Source: an optimization exercise on an open RTL-to-GDS flow (aim: small area and a short achievable clock period). Production flows keep margins and buffers that such runs may drop. RTL that was checked went through simulation tests only; none was proved equivalent to the original. For runs 3 to 5, only the layout was checked, not whether the RTL still works. Power and IR drop assume default switching activity.

==> flow/design.v <==
module processor (clk, reset, imem_addr, imem_data, dmem_addr, dmem_wdata, dmem_we, dmem_re, dmem_rdata);
	input clk, reset;
	output [9:0] imem_addr;
	input [31:0] imem_data;
	output [9:0] dmem_addr;
	output [31:0] dmem_wdata;
	output dmem_we, dmem_re;
	input [31:0] dmem_rdata;
	wire [31:0] I = imem_data;
	reg [31:0] pc_p;	 
	reg [11:0] pc_t;	 
	reg        pc_tk;	 
	reg        pc_tk_o;	 
	wire [31:0] pc = pc_tk ? {20'd0, pc_t} : pc_p;
	reg [31:0] rf [0:15];
	reg        ex_ld, ex_st, ex_wr, ex_fw, ex_jal;
	reg [31:0] ex_a, ex_b;
	reg [3:0]  ex_dst;
	reg        ex_add, ex_ykeep, ex_yinv, ex_cin;	 
	reg        ex_shl, ex_shr, ex_asr, ex_lch;	 
	reg [3:0]  ex_tlo, ex_thi;	 
	reg        ex_one;	 
	reg        ex_hold;	 
	reg        ex_f0m5, ex_f0asl, ex_f5z, ex_f5lsl;	 
	reg        wb_wr, wb_fw, wb_jal;
	reg [31:0] wb_val, wb_pc;
	reg [3:0]  wb_dst;
	reg [1:0]  fl_q;	 
	reg        f0_q, f5_q;
	wire [1:0] cls = I[31:30];
	wire [2:0] jk = I[22:20];
	wire is_alu = (cls == 2'b00);
	wire is_lit = (cls == 2'b01);
	wire is_mem = (cls == 2'b10);
	wire is_jmp = (cls == 2'b11);
	wire is_st  = is_mem & I[8];
	wire is_ld  = is_mem & ~I[8];
	wire is_jal = is_jmp & (jk == 3'b011);
	reg [3:0] ra_idx;
	always @(*) begin
		case (cls)
			2'b00: ra_idx = I[7:4];
			2'b01: ra_idx = I[19:16];
			2'b10: ra_idx = I[8] ? I[7:4] : I[3:0];
			default: ra_idx = I[15:12];
		endcase
	end
	wire [3:0] rb_idx = I[3:0];
	reg [3:0] dst;
	always @(*) begin
		case (cls)
			2'b00: dst = I[11:8];
			2'b01: dst = I[19:16];
			2'b10: dst = I[7:4];
			default: dst = 4'b1111;
		endcase
	end
	reg [5:0] op;
	always @(*) begin
		case (cls)
			2'b00: op = I[17:12];
			2'b01: op = (jk == 3'b000) ? 6'b100000 : {5'b01111, I[21]};
			default: op = 6'b100000;
		endcase
	end
	reg d_add, d_ykeep, d_yinv, d_cin, d_shl, d_shr, d_asr, d_lch, d_one, d_hold;
	reg d_f0m5, d_f0asl, d_f5z, d_f5lsl;
	reg [3:0] d_tlo, d_thi;
	always @(*) begin
		d_add = 1'b0; d_ykeep = 1'b0; d_yinv = 1'b0; d_cin = 1'b0;
		d_shl = 1'b0; d_shr = 1'b0; d_asr = 1'b0; d_lch = 1'b0; d_one = 1'b0; d_hold = 1'b0;
		d_f0m5 = 1'b0; d_f0asl = 1'b0; d_f5z = 1'b0; d_f5lsl = 1'b0;
		d_tlo = 4'b0000;
		case (op)
			6'd0: begin d_add = 1'b1; d_ykeep = 1'b1; end
			6'd2: begin d_add = 1'b1; d_ykeep = 1'b1; d_cin = 1'b1; end
			6'd3: begin d_add = 1'b1; d_cin = 1'b1; end
			6'd4: begin d_add = 1'b1; d_ykeep = 1'b1; d_yinv = 1'b1; d_cin = 1'b1; end
			6'd5: begin d_add = 1'b1; d_ykeep = 1'b1; d_yinv = 1'b1; d_f0m5 = 1'b1; end
			6'd6: begin d_add = 1'b1; d_yinv = 1'b1; d_f5z = 1'b1; end
			6'd9: begin d_tlo = 4'b1100; d_hold = 1'b1; end
			6'd13: begin d_shl = 1'b1; d_f0asl = 1'b1; end
			6'd14: begin d_shr = 1'b1; d_asr = 1'b1; end
			6'd16: d_one = 1'b1;
			6'd17: d_tlo = 4'b1100;
			6'd18: d_tlo = 4'b0011;
			6'd19: d_tlo = 4'b1000;
			6'd20: d_tlo = 4'b0010;
			6'd21: d_tlo = 4'b0111;
			6'd22: d_tlo = 4'b1110;
			6'd23: d_tlo = 4'b1011;
			6'd24: d_tlo = 4'b0001;
			6'd25: d_tlo = 4'b0110;
			6'd26, 6'd27: d_tlo = 4'b1001;
			6'd28: begin d_shl = 1'b1; d_f5lsl = 1'b1; end
			6'd29: d_shr = 1'b1;
			6'd30: begin d_tlo = 4'b1010; d_hold = 1'b1; end
			6'd31: begin d_tlo = 4'b1100; d_lch = 1'b1; d_hold = 1'b1; end
			6'd32: begin d_tlo = 4'b1010; d_hold = 1'b1; end
			default: ;
		endcase
		d_thi = (op == 6'd30) ? 4'b1100 : d_tlo;
	end
	wire fw = (cls == 2'b00) | (cls == 2'b01) | (I[31:8] == 24'h800000) | (I[31:20] == 12'hC03);
	wire wr = is_alu | is_lit | is_ld | is_jal;
	wire [31:0] ra_raw = rf[ra_idx];
	wire [31:0] rb_raw = rf[rb_idx];
	wire [31:0] ex_res;
	wire [31:0] pc1 = pc + 32'd1;
	reg [31:0] a_in, b_in;
	always @(*) begin
		if (is_jal)
			a_in = pc1;
		else if (ex_fw && ex_dst == ra_idx)
			a_in = ex_res;
		else if (wb_fw && wb_dst == ra_idx)
			a_in = wb_val;
		else
			a_in = ra_raw;
		if (is_lit)
			b_in = {{16{I[15]}}, I[15:0]};
		else if (ex_fw && ex_dst == rb_idx)
			b_in = ex_res;
		else if (wb_fw && wb_dst == rb_idx)
			b_in = wb_val;
		else
			b_in = rb_raw;
	end
	wire [31:0] A = ex_a, B = ex_b;
	wire [31:0] Y = (B & {32{ex_ykeep}}) ^ {32{ex_yinv}};
	wire [31:0] ag = A & Y;
	wire [31:0] ap = A ^ Y;
	wire [31:0] g0 = {ag[31:1], ag[0] | (ap[0] & ex_cin)};
	wire [31:0] g1 = g0 | (ap & {g0[30:0], 1'b0});
	wire [31:0] p1 = ap & {ap[30:0], 1'b0};
	wire [31:0] g2 = g1 | (p1 & {g1[29:0], 2'b0});
	wire [31:0] p2 = p1 & {p1[29:0], 2'b0};
	wire [31:0] g3 = g2 | (p2 & {g2[27:0], 4'b0});
	wire [31:0] p3 = p2 & {p2[27:0], 4'b0};
	wire [31:0] g4 = g3 | (p3 & {g3[23:0], 8'b0});
	wire [31:0] p4 = p3 & {p3[23:0], 8'b0};
	wire [31:0] g5 = g4 | (p4 & {g4[15:0], 16'b0});
	wire [31:0] c = {g5[30:0], ex_cin};
	wire [31:0] S = ap ^ c;
	reg [31:0] L;
	integer i;
	always @(*) begin
		for (i = 0; i < 32; i = i + 1) begin
			if (ex_shl)
				L[i] = (i == 0) ? 1'b0 : A[i - 1];
			else if (ex_shr)
				L[i] = (i == 31) ? (A[31] & ex_asr) : A[i + 1];
			else if (ex_lch && i >= 16)
				L[i] = B[i - 16];
			else if (i >= 16)
				L[i] = B[i] ? (A[i] ? ex_thi[3] : ex_thi[1]) : (A[i] ? ex_thi[2] : ex_thi[0]);
			else
				L[i] = (B[i] ? (A[i] ? ex_tlo[3] : ex_tlo[1]) : (A[i] ? ex_tlo[2] : ex_tlo[0])) | ((i == 0) & ex_one);
		end
	end
	wire [31:0] R = ex_add ? S : L;
	wire [31:0] K = {A[30:0] | Y[30:0], ex_cin};
	wire Z_add = ((A ^ Y) ^ K) == 32'd0;
	wire Z = ex_add ? Z_add : (L == 32'd0);
	wire N = R[31];
	wire e0 = (ex_f0m5 & (A == 32'd0) & (B == 32'h80000000)) | (ex_f0asl & (A[31] ^ A[30]));
	wire e5 = (ex_f5z & Z_add) | (ex_f5lsl & A[31]);
	wire [5:0] flags_q = {f5_q, ~fl_q[0], fl_q[0] ^ fl_q[1], fl_q[1] & ~fl_q[0], fl_q[0] & ~fl_q[1], f0_q};
	wire [5:0] flags_new = {(ex_add & ~ex_f5z & (A[31] != Y[31]) & ~N) | e5, ~Z, Z | N, N, Z, (ex_add & (A[31] == Y[31]) & (N != A[31])) | e0};
	wire [5:0] flags = ex_hold ? flags_q : flags_new;
	wire [1:0] fl = ex_hold ? fl_q : {N, Z};
	wire f0 = flags[0];
	wire f5 = flags[5];
	wire n_c0 = ex_add ? ap[31] : L[31];
	wire n_c1 = ex_add ? ~ap[31] : L[31];
	wire [5:0] flags_c0 = ex_hold ? flags_q : {(ex_add & ~ex_f5z & (A[31] != Y[31]) & ~n_c0) | e5, ~Z, Z | n_c0, n_c0, Z, (ex_add & (A[31] == Y[31]) & (n_c0 != A[31])) | e0};
	wire [5:0] flags_c1 = ex_hold ? flags_q : {(ex_add & ~ex_f5z & (A[31] != Y[31]) & ~n_c1) | e5, ~Z, Z | n_c1, n_c1, Z, (ex_add & (A[31] == Y[31]) & (n_c1 != A[31])) | e0};
	assign ex_res = ex_ld ? dmem_rdata : R;
	reg tc0, tc1;
	always @(*) begin
		case (I[19:16])
			4'd1: begin tc0 = flags_c0[0]; tc1 = flags_c1[0]; end
			4'd2: begin tc0 = flags_c0[1]; tc1 = flags_c1[1]; end
			4'd3: begin tc0 = flags_c0[2]; tc1 = flags_c1[2]; end
			4'd4: begin tc0 = flags_c0[3]; tc1 = flags_c1[3]; end
			4'd5: begin tc0 = flags_c0[4]; tc1 = flags_c1[4]; end
			4'd6: begin tc0 = flags_c0[5]; tc1 = flags_c1[5]; end
			default: begin tc0 = ~I[20]; tc1 = ~I[20]; end
		endcase
	end
	wire cjmp = is_jmp & (jk != 3'b000) & (jk != 3'b011) & (jk != 3'b100);
	wire jreg = is_jmp & (jk == 3'b011 || jk == 3'b100);
	wire tk_c0 = (is_jmp & (jk == 3'b000)) | (cjmp & (tc0 ~^ I[20]));
	wire tk_c1 = (is_jmp & (jk == 3'b000)) | (cjmp & (tc1 ~^ I[20]));
	wire tk_next = c[31] ? tk_c1 : tk_c0;
	always @(posedge clk) begin
		if (reset) begin
			pc_p <= 32'd0;
			pc_t <= 12'd0;
			pc_tk_o <= 1'b0;
			ex_ld <= 1'b0;
			ex_st <= 1'b0;
			ex_wr <= 1'b0;
			ex_jal <= 1'b0;
			ex_fw <= 1'b0;
			ex_add <= 1'b0;
			ex_ykeep <= 1'b0;
			ex_yinv <= 1'b0;
			ex_cin <= 1'b0;
			ex_shl <= 1'b0;
			ex_shr <= 1'b0;
			ex_asr <= 1'b0;
			ex_lch <= 1'b0;
			ex_tlo <= 4'b1010;
			ex_thi <= 4'b1010;
			ex_one <= 1'b0;
			ex_hold <= 1'b1;
			ex_f0m5 <= 1'b0;
			ex_f0asl <= 1'b0;
			ex_f5z <= 1'b0;
			ex_f5lsl <= 1'b0;
			wb_wr <= 1'b0;
			wb_jal <= 1'b0;
			wb_fw <= 1'b0;
			fl_q <= 2'b11;
			f0_q <= 1'b0;
			f5_q <= 1'b0;
		end else begin
			pc_p <= jreg ? ra_raw : pc1;
			pc_t <= I[11:0];
			pc_tk_o <= tk_next;
			ex_ld <= is_mem;
			ex_st <= is_st;
			ex_wr <= wr;
			ex_jal <= is_jal;
			ex_fw <= fw;
			ex_add <= d_add;
			ex_ykeep <= d_ykeep;
			ex_yinv <= d_yinv;
			ex_cin <= d_cin;
			ex_shl <= d_shl;
			ex_shr <= d_shr;
			ex_asr <= d_asr;
			ex_lch <= d_lch;
			ex_tlo <= d_tlo;
			ex_thi <= d_thi;
			ex_one <= d_one;
			ex_hold <= d_hold;
			ex_f0m5 <= d_f0m5;
			ex_f0asl <= d_f0asl;
			ex_f5z <= d_f5z;
			ex_f5lsl <= d_f5lsl;
			wb_wr <= ex_wr;
			wb_jal <= ex_jal;
			wb_fw <= ex_fw;
			fl_q <= fl;
			f0_q <= f0;
			f5_q <= f5;
		end
		ex_a <= a_in;
		ex_b <= b_in;
		ex_dst <= dst;
		pc_tk <= tk_next;
		wb_val <= ex_res;
		wb_pc <= ex_a;
		wb_dst <= ex_dst;
		if (wb_wr)
			rf[wb_dst] <= wb_jal ? wb_pc : wb_val;
	end
	assign imem_addr = pc_tk_o ? pc_t[9:0] : pc_p[9:0];
	assign dmem_addr = ex_a[9:0];
	assign dmem_wdata = ex_b;
	assign dmem_we = ex_st;
	assign dmem_re = ex_ld;
endmodule
==> flow/run.sh <==
#!/bin/bash
# synth_recipe.tcl (not shown) runs the flow's synth.tcl, then flattens the netlist and writes it again
# the make line also repeats each setting of config.mk as NAME=value (left out here)
make -C /OpenROAD-flow-scripts/flow DESIGN_CONFIG=/design/flow/config.mk WORK_HOME=/design/flow/orfs CLKGATE_MAP_FILE= SYNTH_SCRIPT=/design/flow/synth_recipe.tcl finish
==> flow/config.mk <==
export PLATFORM = sky130hd
export DESIGN_NAME = processor
export DESIGN_NICKNAME = processor
export VERILOG_FILES = /design/flow/design.v
export SDC_FILE = /design/flow/constraint.sdc
export NUM_CORES = 4
export LEC_CHECK = 0
export CAP_MARGIN = 20
export CORE_MARGIN = 2
export CORE_UTILIZATION = 40
export SETUP_SLACK_MARGIN = 5.0
export SLEW_MARGIN = 20
==> flow/constraint.sdc <==
create_clock -name core_clock -period 8.5 [get_ports {clk}]
set_input_delay 1.7000 -clock core_clock [delete_from_list [all_inputs] [get_ports {clk}]]
set_output_delay 1.7000 -clock core_clock [all_outputs]
set_load 0.01 [all_outputs]
==> impl_metrics.yaml, run 1 <==
synthesis:
  ys_warn_count: 17
  ys.flop_type: "edfxtp_1"
  synth_cells: 3573
  yosysSeqAreaShare_pct: 49.4
  syn_area_per_cell_sq_um: 11.2
  synth_area_sq_um: 39900
  synth-edff-count: 512
  async_reset_ff_share_pct: 0
  yosysUniqueCellTypes: 85
  syn_nets: 3712
  yosysTopAreaCell: "edfxtp_1"
  synth_commonest_cells: "nand2_1, edfxtp_1, dfxtp_1, mux4_2, clkbuf_1"
  synth_top_cell_area_share_pct: 38.5
  synthMostInstantiatedCell: "nand2_1"
  yosys-top-cells-area: "edfxtp_1, dfxtp_1, mux4_2"
  ys_ff_latch: 728
routing:
  drc: 0
  vias_per_cell: 6.62
  wire_per_inst_um: 32.8
  routed_wl_mm: 169
  antenna_left: 0
  wl_met1_mm: 59.3
  highest_layer: "met4"
  dr_wl_met2_mm: 77.1
  drt_iter0_markers: 4654
  dr_total_vias: 34200
  routed-wl-met3_mm: 17.7
  first_pass_iters: 13
sta:
  relSlewSlack_pct: 25.3
  post-route-period-util_pct: 43.7
  setup_slack_ns: 4.79
  fmax_mhz: 269
  rsz0062_at_grt: "true"
  tightest_slew_ns: 1.12
  final_hold_viol_count: 0
  setup_violations: 0
  fin_setup_tns_ns: 0
  clock_skew_ns: 0.0386
  maxSlewViolCount: 0
  period_needed_ns: 3.71
placed_design:
  place_worst_setup_slack_ns: 2.36
  port_buffers: 119
  gp_congestion: 0.971
  place_area_sq_um: 42400
  dp_hpwl_mm: 87.7
  place_inst: 4752
floorplanning:
  die_area_sq_um: 102000
  die_h_um: 320
  num_io_pins: 120
  rows: 115
  die_width_um: 320
  initial_core_util_pct: 40.5
  core_sq_um: 98600
finish:
  areaGrowthSynthToFinish_pct: 30.9
  stdcell_area_sq_um: 52200
  fin_nets: 3945
  finalNonFillerCells: 5160
  drive_gt1_share_pct: 32.1
worst_setup_path:
  worst_setup_path_start_kind: "primary input"
  worstSetupPathType: "primary input to flop"
  cp_max_fo: 6
  crit_required_ns: 9.03
  critPathArrivalTime_ns: 4.24
  cp-end-kind: "flop"
clock_network:
  h-tree-depth: 3
  clock_latency_ns: 0.64
  cts_buffer_depth: 3
  cts_made_buffers: 76
  cts_sinks: 728
  cts_tree: "built"
  cts-root-buf: "clkbuf_16"
  clk_pin_slew_ns: 0.06
power_and_ir_drop:
  p_leak_nw: 18.6
  power.density_nw_per_um2: 207
  ir_drop_mv: 0.149
  finalPower_w: 0.0108
global_route:
  antenna_found_initial: 8
  grt_max_degree: 62
  grt_pass1_wl_mm: 231
  grt.total_usage_pct: 31.0
  overflow: 0
  grt_pass1_vias: 31800
status:
  status: "timing/DRC/antenna clean"
run:
  max_cap_violations: 0
worst_hold_path:
  hold_class: "flop to flop"
sequential cells by signal, indices dropped and copies added (netlist names), 2 cells and up:
signal / count
wb_val: 32
ex_thi: 4
ex_dst: 4
ex_a: 32
pc_p: 32
rf: 512
wb_pc: 32
pc_t: 12
wb_dst: 4
ex_tlo: 4
ex_b: 32
fl_q: 2
what timing repair did:
item / in CTS / in global routing
resized for setup: 510 / 326
buffers inserted: 138 / 42
pin swaps: 125 / 183
endpoints found under the setup margin: 177 / 116
gates cloned: 59 / 23
hold buffers: 0 / 0
logic make-up (layout without fill, tap and decap cells):
| group | count (synthesis) | count (layout) | synth area share (%) |
|---|---|---|---|
| and+or+nand+nor | 1302 | 1312 | 15.6 |
| DFF | 728 | 728 | 49.4 |
| AOI/OAI and AO/OA | 640 | 644 | 11.7 |
| buffers and inverters | 391 | 672 | 4.03 |
| muxes | 321 | 321 | 14.4 |
| xor gates and xnor gates | 118 | 118 | 2.62 |
| adders and majority gates | 73 | 73 | 2.33 |
| other | 0 | 5 | 0 |
routing by layer:
layer	GRT usage, %	vias up
met5	0	-
met4	21.7	0
met3	5.63	654
met2	49.4	2507
met1	38.2	17000
li1	-	14000
power breakdown:
part | internal, W | switching [W] | total, W | leakage [nW]
Clock | 0.00197 | 0.00147 | 0.00343 | 1.24
Combinational | 0.00128 | 0.00171 | 0.00300 | 10.9
Sequential | 0.00412 | 0.000278 | 0.00440 | 6.46
path summary, 6_finish.rpt:
kind / startpoint / end / slack (ns) / depth (start not counted)
max reg2reg: ex_ykeep$_SDFF_PP0_ / ex_b[27]$_DFF_P_ / 4.79 / 15
min: ex_dst[0]$_DFF_P_ / wb_dst[0]$_DFF_P_ / 0.42 / 0
max: imem_data[30] / ex_a[6]$_DFF_P_ / 4.79 / 14
min reg2reg: ex_dst[0]$_DFF_P_ / wb_dst[0]$_DFF_P_ / 0.42 / 0
stage by stage:
| stage | hold WS, ns | util (%) |
|---|---|---|
| after floorplan | 0.329 | - |
| after global placement | 0.401 | 43.0 |
| after detailed placement | 0.403 | 43.0 |
| after CTS | 0.417 | 50.4 |
| after global routing | 0.427 | 53.0 |
| final | 0.419 | 53.0 |
critical path, stage by stage:
cell      delay, ns
buf_12         0.11
mux2_4         0.30
o22a_4         0.22
buf_12         0.15
and2_4         0.23
buf_12         0.17
buf_12         0.13
buf_16         0.13
nand2_1        0.05
and3_1         0.15
a311oi_1       0.06
o31ai_2        0.42
o211ai_1       0.14
a31o_2         0.26
area by class of cell:
class,count,area [sq um]
sequential,728,19800
tap,1287,1610
inverter,99,398
fill,8142,46300
clock buffer,100,2180
multi-input combinational,2468,22000
clock inverter,40,355
timing repair buffer,433,5880
antenna,5,12.5
cells in the final DEF (no fill, tap or decap), types with 68 or more instances in the layout:
| cell | Yosys | routed |
|---|---|---|
| clkdlybuf4s50_1 | 0 | 91 |
| and3_1 | 109 | 87 |
| nor2_1 | 124 | 105 |
| clkbuf_16 | 0 | 101 |
| inv_1 | 99 | 96 |
| xnor2_1 | 96 | 68 |
| nand2_1 | 640 | 588 |
| a21oi_1 | 107 | 84 |
| edfxtp_1 | 512 | 512 |
| nand3_1 | 112 | 84 |
| mux4_2 | 183 | 183 |
| dfxtp_1 | 216 | 183 |
| buf_4 | 12 | 157 |
==> run 2: changes to the inputs <==
--- a/flow/config.mk
+++ b/flow/config.mk
@@ -7,6 +7,6 @@
 export LEC_CHECK = 0
 export CAP_MARGIN = 20
 export CORE_MARGIN = 2
-export CORE_UTILIZATION = 40
+export CORE_UTILIZATION = 60
 export SETUP_SLACK_MARGIN = 5.0
 export SLEW_MARGIN = 20
==> impl_metrics.yaml, run 2 <==
run:
  max_cap_violations: 0
global_route:
  grt_pass1_wl_mm: 242
  antenna_found_initial: 15
  overflow: 0
  grt.total_usage_pct: 49.4
  grt_pass1_vias: 35200
  grt_max_degree: 67
power_and_ir_drop:
  p_leak_nw: 18.9
  finalPower_w: 0.0111
  power.density_nw_per_um2: 212
  ir_drop_mv: 0.294
worst_setup_path:
  reg2reg_slack_ns: 4.78
  cp_max_fo: 7
  endpoint: "ex_a[2]$_DFF_P_"
  cp.depth: 15
  crit_buf_inv: 6
  r2r_start: "pc_tk$_DFF_P_"
  slowest_delay_ns: 0.38
  r2r.worst_path.cells: 12
  worst_setup_path_start_kind: "primary input"
  critPathLaunch: "imem_data[30]"
  critPathTopFamily: "compound AO/OA/AOI/OAI gates"
  worstSetupPathType: "primary input to flop"
  path_common_cell: "buf_12"
  r2r_end: "ex_a[30]$_DFF_P_"
  worstPathCellList: "buf_8, buf_12, mux2_4, o22a_4, buf_12, buf_12, clkbuf_16, and2_4, nand2_2, and3_4, a311oi_2, o31ai_2, buf_4, o211ai_1, a31o_2"
  critPathArrivalTime_ns: 4.56
  cp-end-kind: "flop"
  crit_required_ns: 9.04
  worst_path_max_delay_cell: "o31ai_2"
synthesis:
  yosysTopAreaCell: "edfxtp_1"
  syn_area_per_cell_sq_um: 11.2
  synth_top_cell_area_share_pct: 38.5
  async_reset_ff_share_pct: 0
  ys_warn_count: 17
  ys_ff_latch: 728
  synthMostInstantiatedCell: "nand2_1"
  synth-edff-count: 512
  yosys-top-cells-area: "edfxtp_1, dfxtp_1, mux4_2"
  yosysUniqueCellTypes: 85
  synth_cells: 3573
  yosysSeqAreaShare_pct: 49.4
  syn_nets: 3712
  synth_area_sq_um: 39900
  ys.flop_type: "edfxtp_1"
  synth_commonest_cells: "nand2_1, edfxtp_1, dfxtp_1, mux4_2, clkbuf_1"
routing:
  drt_iter0_markers: 7050
  wire_per_inst_um: 38.6
  routed_wl_mm: 183
  vias_per_cell: 7.90
  dr_total_vias: 37500
  first_pass_iters: 10
  antenna_left: 0
  drc: 0
sta:
  setup_violations: 0
  period_needed_ns: 4.02
  fmax_mhz: 249
  rsz0062_at_grt: "true"
  post-route-period-util_pct: 47.3
  relSlewSlack_pct: 31.2
  fin_setup_tns_ns: 0
  clock_skew_ns: 0.0554
  fin_hold_ws_ns: 0.414
  maxSlewViolCount: 0
  tightest_slew_ns: 1.03
  final_hold_viol_count: 0
placed_design:
  place_area_sq_um: 41800
  gp_congestion: 0.986
  dp_hpwl_mm: 87.0
  port_buffers: 119
worst_hold_path:
  hold_class: "flop to flop"
floorplanning:
  die_area_sq_um: 68600
  core_sq_um: 65700
  num_io_pins: 120
  rows: 94
  die_h_um: 262
  die_width_um: 262
  initial_core_util_pct: 60.7
finish:
  areaGrowthSynthToFinish_pct: 31.5
  fin_nets: 3958
  fill_cells: 3463
  final_core_util_pct: 79.8
  top_register: "rf"
  layout_commonest_cell: "nand2_1"
  drive_gt1_share_pct: 33.9
  stdcell_area_sq_um: 52500
  final_cell_mix: "nand2_1, edfxtp_1, mux4_2"
  largest_reg_flops: 512
clock_network:
  cts-root-buf: "clkbuf_16"
  cts_tree: "built"
  clock_latency_ns: 0.68
  cts_buffer_depth: 3
  h-tree-depth: 3
  hold_buffers: 0
  cts_made_buffers: 75
  cts_sinks: 728
  clk_pin_slew_ns: 0.07
status:
  status: "timing/DRC/antenna clean"
## run 2: layout make-up
class                   instances  area [sq um]  share of cell area, %
repair buffers                439          6110                   11.6
well taps                     864          1080                   2.06
clock inverters                41           434                  0.828
flip-flops and latches        728         19800                   37.7
diodes                          7          17.5                 0.0334
multi-input cells            2476         22600                   43.1
clock buffers                  93          2090                   3.98
inverters                      99           379                  0.723
## run 2: report_power, final
group / total (W) / switching, W / internal (W)
registers: 0.00442 / 0.000297 / 0.00412
logic: 0.00320 / 0.00185 / 0.00135
clock network: 0.00352 / 0.00155 / 0.00197
## run 2: routing by layer
layer / share of wire (%) / GRT usage (%)
met1: 30 / 58.0
met2: 42 / 72.6
met3: 16 / 17.0
met4: 12 / 42.9
met5: 0.14 / 0
## run 2: repair_timing
item	CTS	global route
endpoints found under the hold margin	0	0
cloned	82	12
resized for setup	621	343
buffers inserted	121	63
pin swaps	152	208
setup endpoints to repair	179	114
## run 2: how the worst min path moves through the flow
stage / start / to / cells after the start
2_1_floorplan: ex_a[31]$_DFF_P_ / wb_pc[31]$_DFF_P_ / 0
3_3_place_gp: ex_dst[2]$_DFF_P_ / wb_dst[2]$_DFF_P_ / 0
3_5_place_dp: ex_dst[3]$_DFF_P_ / wb_dst[3]$_DFF_P_ / 0
4_1_cts: ex_dst[3]$_DFF_P_ / wb_dst[3]$_DFF_P_ / 0
5_1_grt: ex_dst[3]$_DFF_P_ / wb_dst[3]$_DFF_P_ / 0
6_report: ex_dst[3]$_DFF_P_ / wb_dst[3]$_DFF_P_ / 0
## run 2: metrics by stage
step	setup WS [ns]	instances
finish	4.48	4747
CTS	4.82	4664
floorplan	4.77	3573
global placement	2.34	4327
global route	4.43	4741
detailed placement	2.25	4327
## run 2: kinds of logic after synthesis
| logic type | count (synthesis) | share of synthesized area [%] |
|---|---|---|
| flip-flops | 728 | 49.4 |
| adder cells (fa/ha/maj) | 73 | 2.33 |
| XOR/XNOR | 118 | 2.62 |
| buffers and inverters | 391 | 4.03 |
| multiplexers | 321 | 14.4 |
| AO/OA/AOI/OAI | 640 | 11.7 |
| AND/OR/NAND/NOR | 1302 | 15.6 |
==> run 3: changes to the inputs <==
--- a/flow/design.v
+++ b/flow/design.v
@@ -103,29 +103,29 @@
 	end
 	wire fw = (cls == 2'b00) | (cls == 2'b01) | (I[31:8] == 24'h800000) | (I[31:20] == 12'hC03);
 	wire wr = is_alu | is_lit | is_ld | is_jal;
-	wire [31:0] ra_raw = rf[ra_idx];
-	wire [31:0] rb_raw = rf[rb_idx];
 	wire [31:0] ex_res;
 	wire [31:0] pc1 = pc + 32'd1;
-	reg [31:0] a_in, b_in;
-	always @(*) begin
-		if (is_jal)
-			a_in = pc1;
-		else if (ex_fw && ex_dst == ra_idx)
-			a_in = ex_res;
-		else if (wb_fw && wb_dst == ra_idx)
-			a_in = wb_val;
-		else
-			a_in = ra_raw;
-		if (is_lit)
-			b_in = {{16{I[15]}}, I[15:0]};
-		else if (ex_fw && ex_dst == rb_idx)
-			b_in = ex_res;
-		else if (wb_fw && wb_dst == rb_idx)
-			b_in = wb_val;
-		else
-			b_in = rb_raw;
-	end
+	wire [31:0] imm = {{16{I[15]}}, I[15:0]};
+	wire [15:0] dec_a = 16'd1 << ra_idx;
+	wire [15:0] dec_b = 16'd1 << rb_idx;
+	wire fa_ex = ~is_jmp & ex_fw & (ex_dst == ra_idx);
+	wire fa_wb = ~is_jmp & ~fa_ex & wb_fw & (wb_dst == ra_idx);
+	wire fb_ex = ~is_lit & ex_fw & (ex_dst == rb_idx);
+	wire fb_wb = ~is_lit & ~fb_ex & wb_fw & (wb_dst == rb_idx);
+	wire [15:0] sa = dec_a & {16{~(fa_ex | fa_wb)}};
+	wire [15:0] sb = dec_b & {16{~(is_lit | fb_ex | fb_wb)}};
+	wire [31:0] a_rd, b_rd;
+	genvar gi;
+	generate
+		for (gi = 0; gi < 32; gi = gi + 1) begin : rd
+			wire [15:0] col = {rf[15][gi], rf[14][gi], rf[13][gi], rf[12][gi], rf[11][gi], rf[10][gi], rf[9][gi], rf[8][gi],
+			                   rf[7][gi], rf[6][gi], rf[5][gi], rf[4][gi], rf[3][gi], rf[2][gi], rf[1][gi], rf[0][gi]};
+			sel_or18 ua ({fa_wb, fa_ex, sa}, {wb_val[gi], ex_res[gi], col}, a_rd[gi]);
+			sel_or19 ub ({is_lit, fb_wb, fb_ex, sb}, {imm[gi], wb_val[gi], ex_res[gi], col}, b_rd[gi]);
+		end
+	endgenerate
+	wire [31:0] a_in = is_jal ? pc1 : a_rd;
+	wire [31:0] b_in = b_rd;
 	wire [31:0] A = ex_a, B = ex_b;
 	wire [31:0] Y = (B & {32{ex_ykeep}}) ^ {32{ex_yinv}};
 	wire [31:0] ag = A & Y;
@@ -226,7 +226,7 @@
 			f0_q <= 1'b0;
 			f5_q <= 1'b0;
 		end else begin
-			pc_p <= jreg ? ra_raw : pc1;
+			pc_p <= jreg ? a_rd : pc1;
 			pc_t <= I[11:0];
 			pc_tk_o <= tk_next;
 			ex_ld <= is_mem;
@@ -273,3 +273,43 @@
 	assign dmem_we = ex_st;
 	assign dmem_re = ex_ld;
 endmodule
+module aoi3 (s, d, y);
+	input [2:0] s, d;
+	output y;
+	assign y = ~|(s & d);
+endmodule
+module nand6 (a, y);
+	input [5:0] a;
+	output y;
+	assign y = ~&a;
+endmodule
+module nand7 (a, y);
+	input [6:0] a;
+	output y;
+	assign y = ~&a;
+endmodule
+module sel_or18 (s, d, y);
+	input [17:0] s, d;
+	output y;
+	wire [5:0] n;
+	aoi3 g0 (s[2:0], d[2:0], n[0]);
+	aoi3 g1 (s[5:3], d[5:3], n[1]);
+	aoi3 g2 (s[8:6], d[8:6], n[2]);
+	aoi3 g3 (s[11:9], d[11:9], n[3]);
+	aoi3 g4 (s[14:12], d[14:12], n[4]);
+	aoi3 g5 (s[17:15], d[17:15], n[5]);
+	nand6 o (n, y);
+endmodule
+module sel_or19 (s, d, y);
+	input [18:0] s, d;
+	output y;
+	wire [6:0] n;
+	aoi3 g0 (s[2:0], d[2:0], n[0]);
+	aoi3 g1 (s[5:3], d[5:3], n[1]);
+	aoi3 g2 (s[8:6], d[8:6], n[2]);
+	aoi3 g3 (s[11:9], d[11:9], n[3]);
+	aoi3 g4 (s[14:12], d[14:12], n[4]);
+	aoi3 g5 (s[17:15], d[17:15], n[5]);
+	assign n[6] = ~(s[18] & d[18]);
+	nand7 o (n, y);
+endmodule
--- a/flow/config.mk
+++ b/flow/config.mk
@@ -7,6 +7,9 @@
 export LEC_CHECK = 0
 export CAP_MARGIN = 20
 export CORE_MARGIN = 2
-export CORE_UTILIZATION = 60
+export CORE_UTILIZATION = 40
 export SETUP_SLACK_MARGIN = 5.0
 export SLEW_MARGIN = 20
+export SYNTH_HIERARCHICAL = 1
+export SYNTH_MINIMUM_KEEP_SIZE = 0
+export TNS_END_PERCENT = 0
==> impl_metrics.yaml, run 3 <==
power_and_ir_drop:
  p_switching_w: 0.00295
  clkPwrFrac_pct: 33.7
  internal_power_w: 0.00662
  power.density_nw_per_um2: 233
  combPwrFrac_pct: 19.9
  p_leak_nw: 13.6
  seq_power_share_pct: 46.4
  ir_drop_mv: 0.134
  p_sw_share_pct: 30.9
floorplanning:
  core_sq_um: 85100
  die_h_um: 297
  die_area_sq_um: 88100
  initial_core_util_pct: 40.3
  die_width_um: 297
  num_io_pins: 120
  rows: 107
finish:
  finalNonFillerCells: 4213
  top_register: "rf"
  drive_gt1_share_pct: 16.9
  layout_commonest_cell: "edfxtp_1"
  final_cell_mix: "edfxtp_1, a222oi_1, nand2_1"
  fin_nets: 3143
  largest_reg_flops: 512
  areaGrowthSynthToFinish_pct: 19.5
sta:
  clock_skew_ns: 0.0310
  period_needed_ns: 5.07
  post-route-period-util_pct: 59.6
  tightest_slew_ns: 1.13
  setup_violations: 0
  rsz0062_at_grt: "true"
  fmax_mhz: 197
  relSlewSlack_pct: 24.6
  fin_setup_tns_ns: 0
  maxSlewViolCount: 0
  final_hold_viol_count: 0
synthesis:
  yosys-top-cells-area: "edfxtp_1, dfxtp_1, a222oi_1"
  synth-edff-count: 512
  synthMostInstantiatedCell: "edfxtp_1"
  synth_top_family_by_area: "compound AO/OA/AOI/OAI gates"
  synth_commonest_cells: "edfxtp_1, a222oi_1, nand2_1, dfxtp_1, nor2_1"
  yosysSeqAreaShare_pct: 57.4
  synth_top_cell_area_share_pct: 44.8
  syn_nets: 2935
  ys.flop_type: "edfxtp_1"
  ys_ff_latch: 728
  synth_area_sq_um: 34300
  synthAdderAreaFrac_pct: 2.71
  yosysUniqueCellTypes: 67
  syn_area_per_cell_sq_um: 12.3
  synth-xor-area-share_pct: 3.34
  synth_compound_area_share_pct: 17.3
  synthMuxAreaShare_pct: 4.50
  yosysTopAreaCell: "edfxtp_1"
  ys_warn_count: 23
  synth_cells: 2796
  async_reset_ff_share_pct: 0
  synth_simple_gate_area_share_pct: 12.2
global_route:
  grt.total_usage_pct: 31.1
  grt.busiest_layer: "met2"
  gr-usage-met1_pct: 41.6
  grt_util_met3_pct: 8.01
  antenna_found_initial: 10
  overflow: 0
  grt_pass1_vias: 27500
  grt_max_degree: 64
  grt_pass1_wl_mm: 200
  grtUsageMet2_pct: 47.5
clock_network:
  clock_latency_ns: 0.64
  cts-root-buf: "clkbuf_16"
  hold_buffers: 0
  cts_made_buffers: 75
  cts_tree: "built"
  clk_pin_slew_ns: 0.06
  cts_sinks: 728
  cts_buffer_depth: 3
  h-tree-depth: 3
routing:
  wire_per_inst_um: 33.9
  routed_wl_mm: 143
  drt_iter0_markers: 6893
  antenna_left: 0
  first_pass_iters: 13
  dr_total_vias: 29100
  vias_per_cell: 6.91
  drc: 0
run:
  max_cap_violations: 0
status:
  status: "timing/DRC/antenna clean"
worst_setup_path:
  cp-end-kind: "flop"
  critPathArrivalTime_ns: 5.53
  worstSetupPathType: "primary input to flop"
  cp_max_fo: 11
  worst_setup_path_start_kind: "primary input"
  crit_required_ns: 8.96
worst_hold_path:
  hold_class: "flop to flop"
placed_design:
  place_inst: 4006
  gp_congestion: 0.949
  dp_hpwl_mm: 91.6
  port_buffers: 119
[run 3: cell count changes after synthesis, moves of 40 or more]
cell	delta
a211oi_1	-50
a222oi_1	+384
a311oi_1	-91
and3_1	-103
and4_1	+65
buf_2	-67
clkbuf_1	-74
mux4_2	-151
nand2_1	-366
nand3_1	-40
nand4_1	+48
[run 3: repair_timing]
| action | in CTS | in global routing |
|---|---|---|
| setup buffers | 42 | 11 |
| endpoints found under the setup margin | 172 | 152 |
| resized for setup | 152 | 90 |
| hold endpoints to repair | 0 | 0 |
| gates cloned | 12 | 0 |
| pin swaps | 49 | 50 |
[run 3: cell families after synthesis]
kind of cell,count (synthesis)
buf+inv,218
flops,728
xor+xnor,131
compound gates,726
simple gates,812
mux,108
fa+ha+maj,73
[run 3: worst paths after layout]
check / slack, ns / startpoint / cells past startpoint / endpoint
worst min register to register: 0.42 / ex_dst[2]$_DFF_P_ / 0 / wb_dst[2]$_DFF_P_
worst min-delay path: 0.42 / ex_dst[2]$_DFF_P_ / 0 / wb_dst[2]$_DFF_P_
worst max register to register: 3.43 / ex_ykeep$_SDFF_PP0_ / 21 / pc_p[30]$_SDFF_PP0_
worst max-delay path: 3.43 / imem_data[30] / 18 / pc_p[15]$_SDFF_PP0_
[run 3: final cells by class]
cell class              instances  area [sq um]
diodes                          2          5.00
clock buffers                 104          2070
clock inverters                36           290
fillers                      7544         44100
inverters                      96           364
multi-input cells            1860         14800
flip-flops and latches        728         19700
well taps                    1144          1430
repair buffers                243          2300
[run 3: per-layer routing]
layer	vias to the layer above	wire length [um]	share of wire, %
li1	12000	-	-
met1	14400	54000	38
met2	2343	62600	44
met3	413	18800	13
met4	8	7400	5.2
met5	-	52	0.036
[run 3: critical path, cell delays in order]
cell and delay [ns]:
buf_8 0.10, buf_12 0.13, or2_4 0.24, a21oi_4 0.16, a21oi_4 0.06, o21a_1 0.13, xor2_1 0.14, or4_4 0.57
nand2b_4 0.12, nor2_4 0.05, nand2_4 0.15, buf_4 0.21, nor2_4 0.15, a222oi_1 0.98, and4_1 0.36, nand3_1 0.11
nand2_1 0.09, a21oi_1 0.06
[run 3: power by group through the flow]
| stage | Sequential [W] | Clock (W) | Combinational (W) |
|---|---|---|---|
| final | 0.00444 | 0.00322 | 0.00190 |
| after CTS | 0.00443 | 0.00324 | 0.00180 |
| after floorplan | 0.00436 | 0 | 0.00101 |
| after global routing | 0.00446 | 0.00338 | 0.00199 |
| after global placement | 0.00450 | 0 | 0.00167 |
| after detailed placement | 0.00451 | 0 | 0.00170 |
[run 3: metrics by stage]
| stage | utilization (%) | hold slack [ns] | setup WS (ns) | total power [W] | area, sq um |
|---|---|---|---|---|---|
| final | 48.2 | 0.417 | 3.43 | 0.00957 | 41000 |
| after global placement | 43.8 | 0.406 | 1.61 | 0.00617 | 37300 |
| after CTS | 47.7 | 0.415 | 3.65 | 0.00947 | 40600 |
| after detailed placement | 43.9 | 0.395 | 1.50 | 0.00620 | 37400 |
| after floorplan | - | 0.373 | 3.44 | 0.00536 | 34500 |
| after global routing | 48.2 | 0.430 | 3.38 | 0.00983 | 41000 |
[run 3: per-module statistics from Yosys, one instance, submodules excluded, excerpt]
module     copies in the design  cells inside  flops+latches
aoi3                        384             1              0
nand6                        32             2              0
nand7                        32             2              0
processor                     1          2252            728
sel_or19                     32             1              0
==> run 4: changes to the inputs <==
--- a/flow/config.mk
+++ b/flow/config.mk
@@ -12,4 +12,4 @@
 export SLEW_MARGIN = 20
 export SYNTH_HIERARCHICAL = 1
 export SYNTH_MINIMUM_KEEP_SIZE = 0
-export TNS_END_PERCENT = 0
+export TNS_END_PERCENT = 10
==> impl_metrics.yaml, run 4 <==
synthesis:
  ys_ff_latch: 728
  synthMostInstantiatedCell: "edfxtp_1"
  synth_cells: 2796
  yosys-top-cells-area: "edfxtp_1, dfxtp_1, a222oi_1"
  yosysUniqueCellTypes: 67
  synth_area_sq_um: 34300
  synth-edff-count: 512
  synth_commonest_cells: "edfxtp_1, a222oi_1, nand2_1, dfxtp_1, nor2_1"
  ys_warn_count: 23
  syn_nets: 2935
  synth_top_cell_area_share_pct: 44.8
  ys.flop_type: "edfxtp_1"
  syn_area_per_cell_sq_um: 12.3
  async_reset_ff_share_pct: 0
  yosysSeqAreaShare_pct: 57.4
  yosysTopAreaCell: "edfxtp_1"
routing:
  drc: 0
  first_pass_iters: 14
  vias_per_cell: 6.88
  drt_iter0_markers: 6944
  dr_total_vias: 29300
  wire_per_inst_um: 33.8
  antenna_left: 0
  routed_wl_mm: 144
sta:
  clock_skew_ns: 0.0263
  period_needed_ns: 4.86
  tightest_slew_ns: 1.11
  fmax_mhz: 206
  final_hold_viol_count: 0
  setup_violations: 0
  rsz0062_at_grt: "true"
  post-route-period-util_pct: 57.1
  relSlewSlack_pct: 25.3
  maxSlewViolCount: 0
  fin_setup_tns_ns: 0
floorplanning:
  die_area_sq_um: 88100
  initial_core_util_pct: 40.3
  rows: 107
  num_io_pins: 120
  die_h_um: 297
  core_sq_um: 85100
  die_width_um: 297
global_route:
  grtUsageMet2_pct: 47.8
  antenna_found_initial: 15
  grt_max_degree: 64
  grt.total_usage_pct: 31.3
  overflow: 0
  grt.busiest_layer: "met2"
  grt_pass1_vias: 27600
  grt_pass1_wl_mm: 202
  gr-usage-met1_pct: 41.9
  grt_util_met3_pct: 8.01
placed_design:
  dp_hpwl_mm: 92.1
  port_buffers: 119
  gp_congestion: 0.941
finish:
  final_core_util_pct: 48.7
  drive_gt1_share_pct: 18.1
  areaGrowthSynthToFinish_pct: 20.9
  multi_input_area_sq_um: 14800
  largest_reg_flops: 512
  top_register: "rf"
  regArea_sq_um: 19700
  fin_nets: 3193
  final_cell_mix: "edfxtp_1, a222oi_1, nand2_1"
  layout_commonest_cell: "edfxtp_1"
  fill_cells: 7572
status:
  status: "timing/DRC/antenna clean"
power_and_ir_drop:
  ir_drop_mv: 0.145
  power.density_nw_per_um2: 230
  p_leak_nw: 13.9
worst_setup_path:
  worst_setup_path_start_kind: "primary input"
  critPathArrivalTime_ns: 5.31
  crit_required_ns: 8.95
  cp-end-kind: "flop"
  worstSetupPathType: "primary input to flop"
  cp_max_fo: 6
clock_network:
  cts_buffer_depth: 3
  cts-root-buf: "clkbuf_16"
  hold_buffers: 0
  cts_tree: "built"
  cts_made_buffers: 75
  clock_latency_ns: 0.62
  h-tree-depth: 3
  cts_sinks: 728
  clk_pin_slew_ns: 0.06
run:
  max_cap_violations: 0
worst_hold_path:
  hold_class: "flop to flop"
## run 4: cell types whose count changed in the layout (fill, tap and decap cells not counted), moves of 6 or more
| cell | before | now |
|---|---|---|
| buf_4 | 105 | 142 |
| nand3_2 | 3 | 15 |
| buf_6 | 4 | 14 |
| nand3_1 | 67 | 57 |
| a21oi_2 | 9 | 18 |
| clkbuf_1 | 23 | 32 |
| clkinv_1 | 15 | 7 |
| dfxtp_1 | 196 | 203 |
| and4_1 | 61 | 67 |
## run 4: layout make-up
cell class | instances | share of cell area, %
sequential | 728 | 47.5
multi-input combinational | 1860 | 35.7
timing repair buffer | 293 | 6.94
clock buffer | 112 | 5.01
tap | 1144 | 3.45
inverter | 96 | 0.869
clock inverter | 26 | 0.507
antenna | 3 | 0.0181
## run 4: path summary, 6_finish.rpt
check / start / to / slack [ns] / cells past startpoint
hold / removal: ex_dst[3]$_DFF_P_ / wb_dst[3]$_DFF_P_ / 0.43 / 0
setup / recovery: imem_data[31] / pc_p[19]$_SDFF_PP0_ / 3.64 / 19
hold reg to reg: ex_dst[3]$_DFF_P_ / wb_dst[3]$_DFF_P_ / 0.43 / 0
setup reg to reg: ex_ykeep$_SDFF_PP0_ / pc_tk_o$_SDFF_PP0_ / 3.68 / 17
## run 4: power by group
part           switching [W]  internal [W]
sequential          0.000309       0.00414
combinational        0.00125      0.000709
clock                0.00139       0.00176
total                0.00294       0.00661
## run 4: metrics by stage
step	std cells	setup slack (ns)	instance area (sq um)	hold slack [ns]	power [W]
floorplan	2796	3.44	34500	0.373	0.00536
global placement	4008	1.87	37300	0.418	0.00618
detailed placement	4010	1.73	37400	0.410	0.00621
CTS	4227	3.86	41100	0.424	0.00944
global route	4259	3.63	41500	0.429	0.00980
finish	4262	3.64	41500	0.428	0.00955
## run 4: repair_timing
action	4_1_cts	5_1_grt
setup endpoints to repair	179	165
gates resized for setup	225	45
setup buffers	64	31
cloned	15	1
pin swaps	77	47
## run 4: per-layer routing
| layer | up-vias | part of all wire, % |
|---|---|---|
| met1 | 14500 | 37 |
| met4 | 10 | 4.8 |
| met3 | 341 | 14 |
| met5 | - | 0.046 |
| li1 | 12100 | - |
| met2 | 2397 | 44 |
## run 4: cell families after synthesis
kind of cell / after synthesis / synth area share (%)
and+or+nand+nor: 812 / 12.2
DFF: 728 / 57.4
AOI/OAI and AO/OA: 726 / 17.3
buffers and inverters: 218 / 2.53
xor gates and xnor gates: 131 / 3.34
muxes: 108 / 4.50
adders and majority gates: 73 / 2.71
## run 4: Yosys stat by module, one instance, submodules excluded, a selection
module | cells | cell area, sq um | flops+latches
nand7 | 2 | 15.0 | 0
aoi3 | 1 | 10.0 | 0
nand6 | 2 | 13.8 | 0
sel_or19 | 1 | 3.75 | 0
processor | 2252 | 29400 | 728
## run 4: critical path, cell delays in order
cell      delay (ns)
buf_8           0.10
buf_12          0.13
nand2b_4        0.11
o22ai_4         0.08
a21oi_4         0.20
xnor2_2         0.13
nand3_1         0.09
or4_4           0.56
nand2b_4        0.13
nor2_4          0.04
nand2_4         0.10
nor2_4          0.09
buf_12          0.18
buf_16          0.13
a222oi_1        0.87
and4_1          0.39
nand3_2         0.10
nand2_1         0.09
a21oi_1         0.07
==> run 5: changes to the inputs <==
--- a/flow/design.v
+++ b/flow/design.v
@@ -104,7 +104,9 @@
 	wire fw = (cls == 2'b00) | (cls == 2'b01) | (I[31:8] == 24'h800000) | (I[31:20] == 12'hC03);
 	wire wr = is_alu | is_lit | is_ld | is_jal;
 	wire [31:0] ex_res;
-	wire [31:0] pc1 = pc + 32'd1;
+	wire [31:0] pc_p1 = pc_p + 32'd1;
+	wire [12:0] pc_t1 = {1'b0, pc_t} + 13'd1;
+	wire [31:0] pc1 = pc_tk ? {19'd0, pc_t1} : pc_p1;
 	wire [31:0] imm = {{16{I[15]}}, I[15:0]};
 	wire [15:0] dec_a = 16'd1 << ra_idx;
 	wire [15:0] dec_b = 16'd1 << rb_idx;
@@ -120,12 +122,12 @@
 		for (gi = 0; gi < 32; gi = gi + 1) begin : rd
 			wire [15:0] col = {rf[15][gi], rf[14][gi], rf[13][gi], rf[12][gi], rf[11][gi], rf[10][gi], rf[9][gi], rf[8][gi],
 			                   rf[7][gi], rf[6][gi], rf[5][gi], rf[4][gi], rf[3][gi], rf[2][gi], rf[1][gi], rf[0][gi]};
-			sel_or18 ua ({fa_wb, fa_ex, sa}, {wb_val[gi], ex_res[gi], col}, a_rd[gi]);
-			sel_or19 ub ({is_lit, fb_wb, fb_ex, sb}, {imm[gi], wb_val[gi], ex_res[gi], col}, b_rd[gi]);
+			sel_or17 ua ({fa_wb, sa}, {wb_val[gi], col}, a_rd[gi]);
+			sel_or18 ub ({is_lit, fb_wb, sb}, {imm[gi], wb_val[gi], col}, b_rd[gi]);
 		end
 	endgenerate
-	wire [31:0] a_in = is_jal ? pc1 : a_rd;
-	wire [31:0] b_in = b_rd;
+	wire [31:0] a_in = is_jal ? pc1 : fa_ex ? ex_res : a_rd;
+	wire [31:0] b_in = fb_ex ? ex_res : b_rd;
 	wire [31:0] A = ex_a, B = ex_b;
 	wire [31:0] Y = (B & {32{ex_ykeep}}) ^ {32{ex_yinv}};
 	wire [31:0] ag = A & Y;
@@ -288,8 +290,13 @@
 	output y;
 	assign y = ~&a;
 endmodule
-module sel_or18 (s, d, y);
-	input [17:0] s, d;
+module aoi2 (s, d, y);
+	input [1:0] s, d;
+	output y;
+	assign y = ~|(s & d);
+endmodule
+module sel_or17 (s, d, y);
+	input [16:0] s, d;
 	output y;
 	wire [5:0] n;
 	aoi3 g0 (s[2:0], d[2:0], n[0]);
@@ -297,19 +304,18 @@
 	aoi3 g2 (s[8:6], d[8:6], n[2]);
 	aoi3 g3 (s[11:9], d[11:9], n[3]);
 	aoi3 g4 (s[14:12], d[14:12], n[4]);
-	aoi3 g5 (s[17:15], d[17:15], n[5]);
+	aoi2 g5 (s[16:15], d[16:15], n[5]);
 	nand6 o (n, y);
 endmodule
-module sel_or19 (s, d, y);
-	input [18:0] s, d;
+module sel_or18 (s, d, y);
+	input [17:0] s, d;
 	output y;
-	wire [6:0] n;
+	wire [5:0] n;
 	aoi3 g0 (s[2:0], d[2:0], n[0]);
 	aoi3 g1 (s[5:3], d[5:3], n[1]);
 	aoi3 g2 (s[8:6], d[8:6], n[2]);
 	aoi3 g3 (s[11:9], d[11:9], n[3]);
 	aoi3 g4 (s[14:12], d[14:12], n[4]);
 	aoi3 g5 (s[17:15], d[17:15], n[5]);
-	assign n[6] = ~(s[18] & d[18]);
-	nand7 o (n, y);
+	nand6 o (n, y);
 endmodule
--- a/flow/config.mk
+++ b/flow/config.mk
@@ -12,4 +12,3 @@
 export SLEW_MARGIN = 20
 export SYNTH_HIERARCHICAL = 1
 export SYNTH_MINIMUM_KEEP_SIZE = 0
-export TNS_END_PERCENT = 10
==> impl_metrics.yaml, run 5 <==
synthesis:
  yosys-top-cells-area: "edfxtp_1, dfxtp_1, a222oi_1"
  yosysSeqAreaShare_pct: 55.9
  yosysTopAreaCell: "edfxtp_1"
  synth_area_sq_um: 35300
  ys.flop_type: "edfxtp_1"
  synth_simple_gate_area_share_pct: 11.8
  synth_cells: 2910
  ys_warn_count: 23
  yosysUniqueCellTypes: 83
  syn_area_per_cell_sq_um: 12.1
  synth-edff-count: 512
  ys_ff_latch: 728
  synth_top_cell_area_share_pct: 43.6
  synth_commonest_cells: "edfxtp_1, a222oi_1, nand2_1, dfxtp_1, nor2_1"
  synthMostInstantiatedCell: "edfxtp_1"
  synth_top_family_by_area: "compound AO/OA/AOI/OAI gates"
  synthAdderAreaFrac_pct: 2.67
  synth_compound_area_share_pct: 18.3
  synthMuxAreaShare_pct: 5.40
  async_reset_ff_share_pct: 0
  syn_nets: 3050
  synth-xor-area-share_pct: 3.33
floorplanning:
  die_area_sq_um: 90500
  rows: 108
  initial_core_util_pct: 40.5
  die_width_um: 301
  die_h_um: 301
  num_io_pins: 120
  core_sq_um: 87000
finish:
  fin_nets: 3346
  final_cell_mix: "edfxtp_1, a222oi_1, nand2_1"
  fill_cells: 7347
  layout_commonest_cell: "edfxtp_1"
  top_register: "rf"
  areaGrowthSynthToFinish_pct: 28.5
  drive_gt1_share_pct: 28.0
  largest_reg_flops: 512
routing:
  first_pass_iters: 13
  routed_wl_mm: 157
  dr_total_vias: 31100
  antenna_left: 0
  vias_per_cell: 7.03
  wire_per_inst_um: 35.4
  drt_iter0_markers: 6599
  drc: 0
placed_design:
  dp_hpwl_mm: 94.2
  port_buffers: 119
  place_worst_setup_slack_ns: 1.74
  gp_congestion: 0.961
worst_setup_path:
  critPathArrivalTime_ns: 4.95
  worst_setup_path_start_kind: "primary input"
  cp-end-kind: "flop"
  crit_required_ns: 9.00
  worstSetupPathType: "primary input to flop"
  critPathLaunch: "imem_data[8]"
  cp_max_fo: 8
  r2r_start: "ex_ykeep$_SDFF_PP0_"
clock_network:
  cts_made_buffers: 76
  cts_buffer_depth: 3
  h-tree-depth: 3
  hold_buffers: 0
  cts-root-buf: "clkbuf_16"
  clock_latency_ns: 0.63
  cts_tree: "built"
  clk_pin_slew_ns: 0.06
  cts_sinks: 728
power_and_ir_drop:
  finalPower_w: 0.0103
  ir_drop_mv: 0.159
  power.density_nw_per_um2: 228
  p_leak_nw: 15.4
worst_hold_path:
  hold_class: "flop to flop"
  min_from: "ex_dst[1]$_DFF_P_"
sta:
  clock_skew_ns: 0.0354
  final_hold_viol_count: 0
  fmax_mhz: 225
  rsz0062_at_grt: "true"
  setup_slack_ns: 4.06
  tightest_slew_ns: 0.997
  relSlewSlack_pct: 33.6
  fin_hold_ws_ns: 0.421
  setup_violations: 0
  maxSlewViolCount: 0
  period_needed_ns: 4.44
  fin_setup_tns_ns: 0
  post-route-period-util_pct: 52.3
global_route:
  overflow: 0
  grt_pass1_wl_mm: 214
  antenna_found_initial: 6
  grt_pass1_vias: 29300
  grt_max_degree: 70
  grt.total_usage_pct: 32.9
run:
  max_cap_violations: 0
status:
  status: "timing/DRC/antenna clean"
==> run 5: logic make-up after synthesis <==
logic type,after synthesis
AOI/OAI and AO/OA,777
xor gates and xnor gates,134
muxes,139
buffers and inverters,239
DFF,728
adders and majority gates,74
and+or+nand+nor,819
==> run 5: metal layers <==
metal	up-vias	share of wire (%)	GRT usage (%)
li1	12500	-	-
met3	528	13	8.63
met4	4	6.4	17.9
met2	2612	44	50.7
met1	15400	36	42.2
met5	-	0.029	0
==> run 5: power by group <==
part | internal (W) | switching [W] | leakage (nW)
combinational | 0.000977 | 0.00145 | 7.68
sequential | 0.00415 | 0.000388 | 6.46
clock | 0.00198 | 0.00140 | 1.21
total | 0.00711 | 0.00323 | 15.4
==> run 5: critical path, stage by stage <==
cell	delay (ns)
buf_12	0.11
clkinv_8	0.07
nand2_8	0.06
o22ai_4	0.07
a21oi_2	0.20
o21a_1	0.19
xor2_1	0.07
or4_4	0.58
nand4_1	0.12
buf_6	0.15
nor2_4	0.10
buf_12	0.22
a222oi_1	0.41
and4_1	0.31
nand3_2	0.09
and3_4	0.17
a21oi_2	0.08
a21bo_2	0.22
==> run 5: per-stage QoR <==
stage | std cells | cell area (sq um) | utilization (%)
final | 4425 | 45300 | 52.1
after global routing | 4418 | 45300 | 52.1
after CTS | 4376 | 44000 | 50.6
after detailed placement | 4125 | 38300 | 44.0
after global placement | 4124 | 38300 | 44.0
after floorplan | 2910 | 35500 | -
==> run 5: final timing paths <==
kind,endpoint,slack (ns),depth (start not counted)
setup / recovery,ex_a[28]$_DFF_P_,4.06,18
hold / removal,wb_dst[1]$_DFF_P_,0.42,0
setup reg to reg,ex_a[24]$_DFF_P_,4.45,18
hold reg to reg,wb_dst[1]$_DFF_P_,0.42,0
==> run 5: area by class of cell <==
class	instances	area, sq um	share of cell area (%)
tap	1155	1450	3.19
sequential	728	19800	43.6
multi-input combinational	1947	17000	37.4
clock buffer	107	2150	4.75
antenna	7	17.5	0.0387
inverter	103	405	0.895
timing repair buffer	350	4230	9.32
clock inverter	28	344	0.759
==> run 5: repair_timing <==
action / CTS / global route
endpoints found under the setup margin: 175 / 131
buffers inserted: 89 / 34
resized for setup: 561 / 212
pin swaps: 213 / 188
gates cloned: 27 / 8
==> run 5: per-module statistics from Yosys, one instance, submodules excluded, a selection <==
module	times used	area, sq um
nand6	64	13.8
aoi2	32	12.5
aoi3	352	10.0
processor	1	30500
==> run 6: changes to the inputs <==
--- a/flow/design.v
+++ b/flow/design.v
@@ -108,14 +108,21 @@
 	wire [12:0] pc_t1 = {1'b0, pc_t} + 13'd1;
 	wire [31:0] pc1 = pc_tk ? {19'd0, pc_t1} : pc_p1;
 	wire [31:0] imm = {{16{I[15]}}, I[15:0]};
-	wire [15:0] dec_a = 16'd1 << ra_idx;
-	wire [15:0] dec_b = 16'd1 << rb_idx;
-	wire fa_ex = ~is_jmp & ex_fw & (ex_dst == ra_idx);
-	wire fa_wb = ~is_jmp & ~fa_ex & wb_fw & (wb_dst == ra_idx);
-	wire fb_ex = ~is_lit & ex_fw & (ex_dst == rb_idx);
-	wire fb_wb = ~is_lit & ~fb_ex & wb_fw & (wb_dst == rb_idx);
-	wire [15:0] sa = dec_a & {16{~(fa_ex | fa_wb)}};
-	wire [15:0] sb = dec_b & {16{~(is_lit | fb_ex | fb_wb)}};
+	wire [15:0] d74 = 16'd1 << I[7:4];
+	wire [15:0] d30 = 16'd1 << I[3:0];
+	wire [15:0] d1916 = 16'd1 << I[19:16];
+	wire [15:0] d1512 = 16'd1 << I[15:12];
+	wire ca74 = is_alu | is_st;
+	wire [15:0] dec_a = (d74 & {16{ca74}}) | (d30 & {16{is_ld}}) | (d1916 & {16{is_lit}}) | (d1512 & {16{is_jmp}});
+	wire [15:0] dec_b = d30;
+	wire [15:0] m_ex = {16{ex_fw}} & (16'd1 << ex_dst);
+	wire [15:0] m_wb = {16{wb_fw}} & (16'd1 << wb_dst) & ~m_ex;
+	wire fa_ex = ~is_jmp & |(dec_a & m_ex);
+	wire fa_wb = ~is_jmp & |(dec_a & m_wb);
+	wire fb_ex = ~is_lit & |(d30 & m_ex);
+	wire fb_wb = ~is_lit & |(d30 & m_wb);
+	wire [15:0] sa = dec_a & ~({16{~is_jmp}} & (m_ex | m_wb));
+	wire [15:0] sb = d30 & ~({16{is_lit}} | m_ex | m_wb);
 	wire [31:0] a_rd, b_rd;
 	genvar gi;
 	generate
==> impl_metrics.yaml, run 6 <==
placed_design:
  gp_congestion: 0.973
  port_buffers: 119
  dp_hpwl_mm: 104
worst_setup_path:
  cp-end-kind: "flop"
  critPathArrivalTime_ns: 4.58
  cp_max_fo: 8
  crit_required_ns: 8.96
  worstSetupPathType: "primary input to flop"
  r2r.worst_path.cells: 18
  worst_setup_path_start_kind: "primary input"
power_and_ir_drop:
  ir_drop_mv: 0.139
  p_leak_nw: 16.2
  power.density_nw_per_um2: 210
routing:
  wire_per_inst_um: 37.7
  antenna_left: 0
  vias_per_cell: 7.18
  first_pass_iters: 10
  dr_total_vias: 33100
  drt_iter0_markers: 7669
  routed_wl_mm: 174
  drc: 0
finish:
  areaGrowthSynthToFinish_pct: 31.4
  largest_reg_flops: 512
  fin_nets: 3507
  top_register: "rf"
  drive_gt1_share_pct: 30.5
  layout_commonest_cell: "edfxtp_1"
  final_cell_mix: "edfxtp_1, a222oi_1, buf_4"
sta:
  fin_setup_tns_ns: 0
  tightest_slew_ns: 1.24
  rsz0062_at_grt: "true"
  fmax_mhz: 243
  setup_violations: 0
  post-route-period-util_pct: 48.4
  maxSlewViolCount: 0
  fin_hold_ws_ns: 0.460
  clock_skew_ns: 0.0413
  period_needed_ns: 4.12
  final_hold_viol_count: 0
  relSlewSlack_pct: 17.0
synthesis:
  yosysUniqueCellTypes: 91
  yosysSeqAreaShare_pct: 54.7
  synth-edff-count: 512
  ys_warn_count: 23
  ys_ff_latch: 728
  synth_top_cell_area_share_pct: 42.7
  async_reset_ff_share_pct: 0
  ys.flop_type: "edfxtp_1"
  synthMostInstantiatedCell: "edfxtp_1"
  synth_area_sq_um: 36000
  yosys-top-cells-area: "edfxtp_1, dfxtp_1, a222oi_1"
  syn_area_per_cell_sq_um: 12.0
  synth_commonest_cells: "edfxtp_1, a222oi_1, nand2_1, dfxtp_1, nor2_1"
  synth_cells: 2997
  yosysTopAreaCell: "edfxtp_1"
  syn_nets: 3137
worst_hold_path:
  hold_class: "flop to flop"
  min_delay_path_depth: 1
floorplanning:
  num_io_pins: 120
  die_width_um: 304
  core_sq_um: 89600
  die_h_um: 304
  die_area_sq_um: 92500
  rows: 110
  initial_core_util_pct: 40.2
clock_network:
  clock_latency_ns: 0.66
  cts_tree: "built"
  cts_buffer_depth: 3
  cts-root-buf: "clkbuf_16"
  cts_sinks: 728
  h-tree-depth: 3
  cts_made_buffers: 76
  clk_pin_slew_ns: 0.06
global_route:
  grt.total_usage_pct: 35.8
  grt_pass1_wl_mm: 237
  antenna_found_initial: 3
  grt_max_degree: 63
  overflow: 0
  grt_pass1_vias: 31900
run:
  max_cap_violations: 0
status:
  status: "timing/DRC/antenna clean"
-- run 6: cell types whose count changed after synthesis, sizes merged, moves of 8 or more --
cell    before  now
mux2        83   75
xnor2       92   71
nand3      108  116
nor2       166  134
o21ai       89  113
nor4        32   41
o22ai        5   24
a21boi       2   10
-- run 6: area by class of cell --
cell class	instances	area [sq um]
flip-flops and latches	728	19800
multi-input cells	2042	18600
repair inverters	2	17.5
inverters	97	383
fillers	7453	42300
clock buffers	112	2170
clock inverters	30	357
well taps	1176	1470
diodes	7	17.5
repair buffers	420	4510
-- run 6: per-module statistics from Yosys, one instance, submodules excluded, excerpt --
module | times used | cell area (sq um) | cells inside
processor | 1 | 31200 | 2485
nand6 | 64 | 13.8 | 2
aoi2 | 32 | 12.5 | 1
aoi3 | 352 | 10.0 | 1
-- run 6: worst max-delay path, stage by stage --
cell and delay [ns]:
buf_16 0.10, nor2b_4 0.24, buf_4 0.16, buf_6 0.09, nor4b_4 0.05, buf_4 0.16, a221oi_4 0.29, buf_6 0.16
a21oi_4 0.03, buf_12 0.18, buf_12 0.16, a222oi_1 0.40, and4_1 0.28, nand3_1 0.13, mux2_4 0.30, nand2_1 0.07
o21ai_1 0.09
-- run 6: routing by layer --
layer | global-route usage [%] | wire [um]
met2 | 54.8 | 75300
met5 | 0 | 168
met3 | 11.6 | 25200
met1 | 43.4 | 59800
met4 | 23.7 | 13400
-- run 6: through the flow --
step | total power (W) | setup WS [ns] | utilization [%] | instances | area (sq um)
after floorplan | 0.00524 | 4.22 | - | 2997 | 36500
after global placement | 0.00605 | 1.71 | 44.1 | 4242 | 39500
after detailed placement | 0.00607 | 2.01 | 44.2 | 4246 | 39600
after CTS | 0.00967 | 4.48 | 51.2 | 4555 | 45800
after global routing | 0.0101 | 4.35 | 52.8 | 4607 | 47300
final | 0.00993 | 4.38 | 52.8 | 4614 | 47300
-- run 6: cell families (layout without fill, tap and decap cells) --
logic type,Yosys count,count (layout),share of synthesized area [%]
buf+inv,231,661,2.65
xor+xnor,121,121,2.98
flops,728,728,54.7
mux,138,138,5.34
other cells,0,7,0
compound gates,854,857,19.3
simple gates,851,852,12.4
fa+ha+maj,74,74,2.61
-- run 6: what timing repair did --
action | 4_1_cts | 5_1_grt
gates resized for setup | 561 | 230
setup endpoints to repair | 190 | 143
cloned | 16 | 3
hold endpoints to repair | 0 | 0
buffers inserted | 151 | 49
pin swaps | 162 | 116
hold buffers | 0 | 0
-- run 6: path summary, 6_finish.rpt --
| path | from | endpoint | slack (ns) |
|---|---|---|---|
| min reg2reg | ex_jal$_SDFF_PP0_ | wb_jal$_SDFF_PP0_ | 0.46 |
| max reg2reg | ex_ykeep$_SDFF_PP0_ | pc_tk_o$_SDFF_PP0_ | 4.54 |
| min | ex_jal$_SDFF_PP0_ | wb_jal$_SDFF_PP0_ | 0.46 |
| max | imem_data[31] | ex_a[1]$_DFF_P_ | 4.38 |
-- run 6: power by group --
part           switching [W]  internal [W]
clock                0.00147       0.00190
sequential          0.000346       0.00411
combinational        0.00125      0.000860

==> separate check: timing with driven ports <==
How much do the figures lean on ideal ports? The routed layouts below were timed once more, with nothing changed but the port constraints. Step 1: set_driving_cell puts a clkbuf_16 on clk and a buf_2 on each other input, an assumption about the parent block. Step 2 also shifts input and output timing later by t, the mid clock arrival at the registers, as if the neighbouring blocks saw the same clock. a / b / c = ideal ports / drivers / drivers and shift; a / b = the first two.
run | t (ns) | setup slack, ns | worst setup path at the end | worst slew at a driven data input, ns
run 1 | 0.684 | 4.786 / 4.736 / 4.051 | input to register | 0.32
run 2 | 0.716 | 4.480 / 4.405 / 3.689 | input to register | 0.33
run 3 | 0.693 | 3.432 / 3.433 / 2.765 | input to register | 0.07
run 4 | 0.667 | 3.645 / 3.618 / 2.952 | input to register | 0.11
run 5 | 0.674 | 4.058 / 4.020 / 3.345 | input to register | 0.12
run 6 | 0.708 | 4.383 / 4.372 / 3.664 | input to register | 0.10
After both steps every run listed still meets setup and hold. The setup slack of run 2, which loses most, moves by -0.075 ns with the drivers and by -0.791 ns with both steps.
